This is an optimization exercise on Yosys and OpenROAD, whose aim is small area, not a production implementation. Function was checked by simulation only, so behaviour that the tests miss may differ from the original.

==> 08-11: inputs <==
// life16
module life16(input clk, input load, input [255:0] data, output reg [255:0] q);
wire [255:0] nx, t0, t1;
assign t0[0] = q[15]^q[0]^q[1]; assign t1[0] = (q[15]&q[0])|(q[15]&q[1])|(q[0]&q[1]);
assign t0[1] = q[0]^q[1]^q[2]; assign t1[1] = (q[0]&q[1])|(q[0]&q[2])|(q[1]&q[2]);
assign t0[2] = q[1]^q[2]^q[3]; assign t1[2] = (q[1]&q[2])|(q[1]&q[3])|(q[2]&q[3]);
assign t0[3] = q[2]^q[3]^q[4]; assign t1[3] = (q[2]&q[3])|(q[2]&q[4])|(q[3]&q[4]);
assign t0[4] = q[3]^q[4]^q[5]; assign t1[4] = (q[3]&q[4])|(q[3]&q[5])|(q[4]&q[5]);
assign t0[5] = q[4]^q[5]^q[6]; assign t1[5] = (q[4]&q[5])|(q[4]&q[6])|(q[5]&q[6]);
assign t0[6] = q[5]^q[6]^q[7]; assign t1[6] = (q[5]&q[6])|(q[5]&q[7])|(q[6]&q[7]);
assign t0[7] = q[6]^q[7]^q[8]; assign t1[7] = (q[6]&q[7])|(q[6]&q[8])|(q[7]&q[8]);
assign t0[8] = q[7]^q[8]^q[9]; assign t1[8] = (q[7]&q[8])|(q[7]&q[9])|(q[8]&q[9]);
assign t0[9] = q[8]^q[9]^q[10]; assign t1[9] = (q[8]&q[9])|(q[8]&q[10])|(q[9]&q[10]);
assign t0[10] = q[9]^q[10]^q[11]; assign t1[10] = (q[9]&q[10])|(q[9]&q[11])|(q[10]&q[11]);
  ...
Settings: LEC_CHECK=0, CAP_MARGIN=20, CORE_MARGIN=2, CORE_UTILIZATION=40, SLEW_MARGIN=20; clock period 5.0 ns.
standard.sh (not shown) runs the stock make flow with config.mk's settings and CLKGATE_MAP_FILE= SYNTH_SCRIPT=/design/flow/synth_recipe.tcl, a recipe that flattens the netlist after the stock synthesis.
==> flow/flow/run.sh <==
#!/bin/bash
# Own layout flow: the standard ORFS flow (the standard.sh, unchanged synthesis), with
# minimum-size port buffers and a clock tree built from smaller buffers without dummy loads.
set -euo pipefail
bash standard.sh synth > synth.log 2>&1
bash standard.sh \
  "BUFFER_PORTS_ARGS=-buffer_cell sky130_fd_sc_hd__buf_1" \
  "CTS_ARGS=-sink_clustering_enable -repair_clock_nets -dont_use_dummy_load -buf_list {sky130_fd_sc_hd__clkbuf_4 sky130_fd_sc_hd__clkbuf_8}" \
  finish > layout.log 2>&1
==> inputs of 03-20, as changes to 08-11 <==
==> flow/run.sh (new file) <==
#!/bin/bash
# synth_recipe.tcl (not shown) runs the flow's synth.tcl, then flattens the netlist and writes it again
# the make line also repeats each setting of config.mk as NAME=value (left out here)
make -C /OpenROAD-flow-scripts/flow DESIGN_CONFIG=/design/flow/config.mk WORK_HOME=/design/flow/orfs CLKGATE_MAP_FILE= SYNTH_SCRIPT=/design/flow/synth_recipe.tcl finish
removed: flow/flow/run.sh
removed: flow/standard.sh
==> notes.md <==
DP Worst Slack: 08-11 2.12 ns; 03-20 2.00 ns
Met3 capacity usage during global routing: 08-11 4.60%; 03-20 4.24%
Detail Placement HPWL: 08-11 100000 um; 03-20 101000 um
Run status: 08-11 finished clean; 03-20 finished clean
Source-to-sink clock delay at the later pin of the worst-skew pair: 08-11 0.71 ns; 03-20 0.58 ns
Detailed Route WL: 08-11 122000 um; 03-20 124000 um
Final std cell area, no fill: 08-11 39300 um^2; 03-20 42900 um^2
Largest net degree at the start of global routing: 08-11 195; 03-20 165
Origin of the worst setup path: 08-11 q[212]$_DFF_P_; 03-20 q[163]$_DFF_P_
Setup CP Type: 08-11 flop to flop; 03-20 flop to primary output
Area growth, synth to finish: 08-11 10.9%; 03-20 21.0%
Fraction of met1 tracks used by global routing: 08-11 34.5%; 03-20 35.8%
Placement-stage cell area: 08-11 38400 um^2; 03-20 41600 um^2
Timing-limited maximum frequency: 08-11 339 MHz; 03-20 340 MHz
Root buf cell: 08-11 clkbuf_8; 03-20 clkbuf_16
Critical-path cell with the highest stage delay: 08-11 fa_1; 03-20 dfxtp_1
Hold worst-path end: 08-11 q[175]$_DFF_P_; 03-20 q[216]$_DFF_P_

========
==> 06-20: inputs <==
life16, a different RTL version from the one above (not shown whole).
==> module life16, before the edit <==
module life16(
    input clk,
    input load,
    input [255:0] data,
    output reg [255:0] q);
wire [255:0] t0, t1, nxt;
genvar r, c;
generate
  for (r = 0; r < 16; r = r + 1) begin : row
    for (c = 0; c < 16; c = c + 1) begin : col
      lf_fa tri3 (.a(q[r*16 + (c+15)%16]), .b(q[r*16 + c]), .c(q[r*16 + (c+1)%16]),
                  .s(t0[r*16 + c]), .co(t1[r*16 + c]));
    end
  end
  for (r = 0; r < 16; r = r + 2) begin : pr
    for (c = 0; c < 16; c = c + 1) begin : col
      wire a0 = t0[r*16 + c], a1 = t1[r*16 + c];
      wire b0 = t0[(r+1)*16 + c], b1 = t1[(r+1)*16 + c];
      wire nz0, o0, nk0, k0, p0, n1, nd1, d1, x1, nr0, nr1, nr2, nr3;
      lf_nor2  g0 (.a(a0), .b(b0), .y(nz0));
      lf_inv   g1 (.a(nz0), .y(o0));
      lf_nand2 g2 (.a(a0), .b(b0), .y(nk0));
      lf_inv   g3 (.a(nk0), .y(k0));
      lf_nor2  g4 (.a(nz0), .b(k0), .y(p0));
      lf_nor2  g5 (.a(a1), .b(b1), .y(n1));
      lf_nand2 g6 (.a(a1), .b(b1), .y(nd1));
      lf_inv   g7 (.a(nd1), .y(d1));
      lf_nor2  g8 (.a(n1), .b(d1), .y(x1));
      lf_nand2 g9  (.a(n1), .b(nk0), .y(nr0));                         
      lf_o22ai g10 (.a1(n1), .a2(nz0), .b1(x1), .b2(o0), .y(nr1));     
      lf_o22ai g11 (.a1(n1), .a2(nk0), .b1(x1), .b2(k0), .y(nr2));     
      lf_o22ai g12 (.a1(x1), .a2(nz0), .b1(d1), .b2(o0), .y(nr3));     
      lf_cell up (.load(load), .d(data[r*16 + c]), .s(q[r*16 + c]), .p0(p0),
                  .t0(t0[((r+15)%16)*16 + c]), .t1(t1[((r+15)%16)*16 + c]),
                  .nr0(nr0), .nr1(nr1), .nr2(nr2), .nr3(nr3), .nx(nxt[r*16 + c]));
      lf_cell dn (.load(load), .d(data[(r+1)*16 + c]), .s(q[(r+1)*16 + c]), .p0(p0),
                  .t0(t0[((r+2)%16)*16 + c]), .t1(t1[((r+2)%16)*16 + c]),
                  .nr0(nr0), .nr1(nr1), .nr2(nr2), .nr3(nr3), .nx(nxt[(r+1)*16 + c]));
    end
  end
endgenerate
always @(posedge clk) q <= nxt;
endmodule
Settings: LEC_CHECK=0, CAP_MARGIN=20, CORE_MARGIN=2, CORE_UTILIZATION=40, SLEW_MARGIN=20, SYNTH_HIERARCHICAL=1; clock period 5.0 ns.
==> flow/flow/run.sh <==
#!/bin/bash
# Own layout flow, built on the standard ORFS flow (standard.sh):
#  1. the standard synthesis, unchanged;
#  2. every combinational cell of the synthesized netlist swapped for the smallest drive
#     strength of the same cell (downsize.sed; registers are left alone), since the clock
#     period leaves ample slack; the resizer fixes any slew or capacitance limit later;
#  3. the standard layout with minimum-size port buffers (every port still gets one) and a
#     clock tree of small buffers without dummy loads.
set -euo pipefail
R=orfs/results/sky130hd/life16/base
bash standard.sh synth > synth.log 2>&1
sed -i -f flow/downsize.sed $R/1_2_yosys.v
rm -f $R/1_synth.odb $R/1_synth.sdc
bash standard.sh synth > synth_odb.log 2>&1
bash standard.sh \
  "BUFFER_PORTS_ARGS=-buffer_cell sky130_fd_sc_hd__buf_1" \
  "CTS_ARGS=-sink_clustering_enable -repair_clock_nets -dont_use_dummy_load -buf_list {sky130_fd_sc_hd__clkbuf_4} -sink_clustering_size 8 -sink_clustering_max_diameter 50" \
  finish > layout.log 2>&1
Other scripts of this flow, unchanged in this note and not shown: flow/flow/downsize.sed
==> 10-14: changes against 06-20 <==
--- a/flow/design.v
+++ b/flow/design.v
@@ -18,3 +18,3 @@
       wire b0 = t0[(r+1)*16 + c], b1 = t1[(r+1)*16 + c];
-      wire nz0, o0, nk0, k0, p0, n1, nd1, d1, x1, nr0, nr1, nr2, nr3;
+      wire nz0, o0, nk0, k0, p0, n1, d1, x1, nr0, nr1, nr2, nr3;
       lf_nor2  g0 (.a(a0), .b(b0), .y(nz0));
@@ -25,4 +25,3 @@
       lf_nor2  g5 (.a(a1), .b(b1), .y(n1));
-      lf_nand2 g6 (.a(a1), .b(b1), .y(nd1));
-      lf_inv   g7 (.a(nd1), .y(d1));
+      lf_and2  g6 (.a(a1), .b(b1), .y(d1));
       lf_nor2  g8 (.a(n1), .b(d1), .y(x1));
@@ -55,2 +54,3 @@
 module lf_nor2(input a, input b, output y); assign y = ~(a | b); endmodule
+module lf_and2(input a, input b, output y); assign y = a & b; endmodule
 module lf_nand2(input a, input b, output y); assign y = ~(a & b); endmodule
--- a/flow/config.mk
+++ b/flow/config.mk
@@ -9,3 +9,3 @@
 export CORE_MARGIN = 2
-export CORE_UTILIZATION = 40
+export CORE_UTILIZATION = 50
 export SLEW_MARGIN = 20
==> 04-04: changes against 06-20 <==
--- a/flow/design.v
+++ b/flow/design.v
@@ -18,3 +18,3 @@
       wire b0 = t0[(r+1)*16 + c], b1 = t1[(r+1)*16 + c];
-      wire nz0, o0, nk0, k0, p0, n1, nd1, d1, x1, nr0, nr1, nr2, nr3;
+      wire nz0, o0, nk0, k0, p0, n1, d1, x1, nr0, nr1, nr2, nr3;
       lf_nor2  g0 (.a(a0), .b(b0), .y(nz0));
@@ -25,4 +25,3 @@
       lf_nor2  g5 (.a(a1), .b(b1), .y(n1));
-      lf_nand2 g6 (.a(a1), .b(b1), .y(nd1));
-      lf_inv   g7 (.a(nd1), .y(d1));
+      lf_and2  g6 (.a(a1), .b(b1), .y(d1));
       lf_nor2  g8 (.a(n1), .b(d1), .y(x1));
@@ -55,2 +54,3 @@
 module lf_nor2(input a, input b, output y); assign y = ~(a | b); endmodule
+module lf_and2(input a, input b, output y); assign y = a & b; endmodule
 module lf_nand2(input a, input b, output y); assign y = ~(a & b); endmodule
==> qor summary <==
Arr. time, crit path: 04-04 1720 ps; 06-20 1770 ps; 10-14 1770 ps
Launching point of the worst reg2reg path: 04-04 q[116]; 06-20 q[106]; 10-14 q[212]
Gr usage total: 04-04 0.260; 06-20 0.260; 10-14 0.346
Outcome: 04-04 complete, no violations; 06-20 complete, no violations; 10-14 complete, no violations
DP HPWL: 04-04 83.1 mm; 06-20 83.2 mm; 10-14 87.2 mm
Via count of the first global-routing pass: 04-04 26,200; 06-20 26,400; 10-14 29,000
Global routing usage on met2: 04-04 0.428; 06-20 0.429; 10-14 0.557
Detailed-routing wirelength on met1: 04-04 41.2 mm; 06-20 41.5 mm; 10-14 41.4 mm
Critical path launch point: 04-04 q[117]; 06-20 q[21]; 10-14 q[132]
Number of tap cells inserted: 04-04 950; 06-20 959; 10-14 765
Destination of the worst register-to-register timing path: 04-04 q[100]; 06-20 q[105]; 10-14 q[195]
Min-Delay Endpoint: 04-04 q[21]; 06-20 q[12]; 10-14 q[183]

[re-timing with driven ports]
Ports are ideal in the flow. The routed layouts listed here were re-timed in OpenROAD.
Step 1: set_driving_cell puts a clkbuf_16 on clk and a buf_2 on each other input, an assumption about the parent block.
Step 2, shift: input delay + t, output delay - t, t = (earliest + latest rising clock arrival at the registers) / 2. This alone moves slack from input paths to output paths.
Three values: ideal, step 1, step 2; two values: the first two.
run	t, ns	setup WS [ns]	worst hold slack (ns)	worst setup path after step 2	pins driven straight from the clock port
08-11	0.748	2.046 / 2.046 / 2.046	0.476 / 0.441 / 0.511	register to register	1
03-20	0.635	2.057 / 1.990 / 1.960	0.518 / 0.518 / 0.518	input to register	1
06-20	0.897	2.232 / 2.170 / 2.423	0.313 / 0.273 / 0.650	input to register	1
10-14	0.884	2.229 / 2.168 / 2.447	0.313 / 0.280 / 0.639	register to register	1
04-04	0.881	2.279 / 2.224 / 2.358	0.334 / 0.303 / 0.636	input to register	1
After both steps every run listed still meets setup and hold. For 03-20, which loses most, drivers alone change the setup slack by -0.067 ns; drivers and shift together by -0.097 ns.
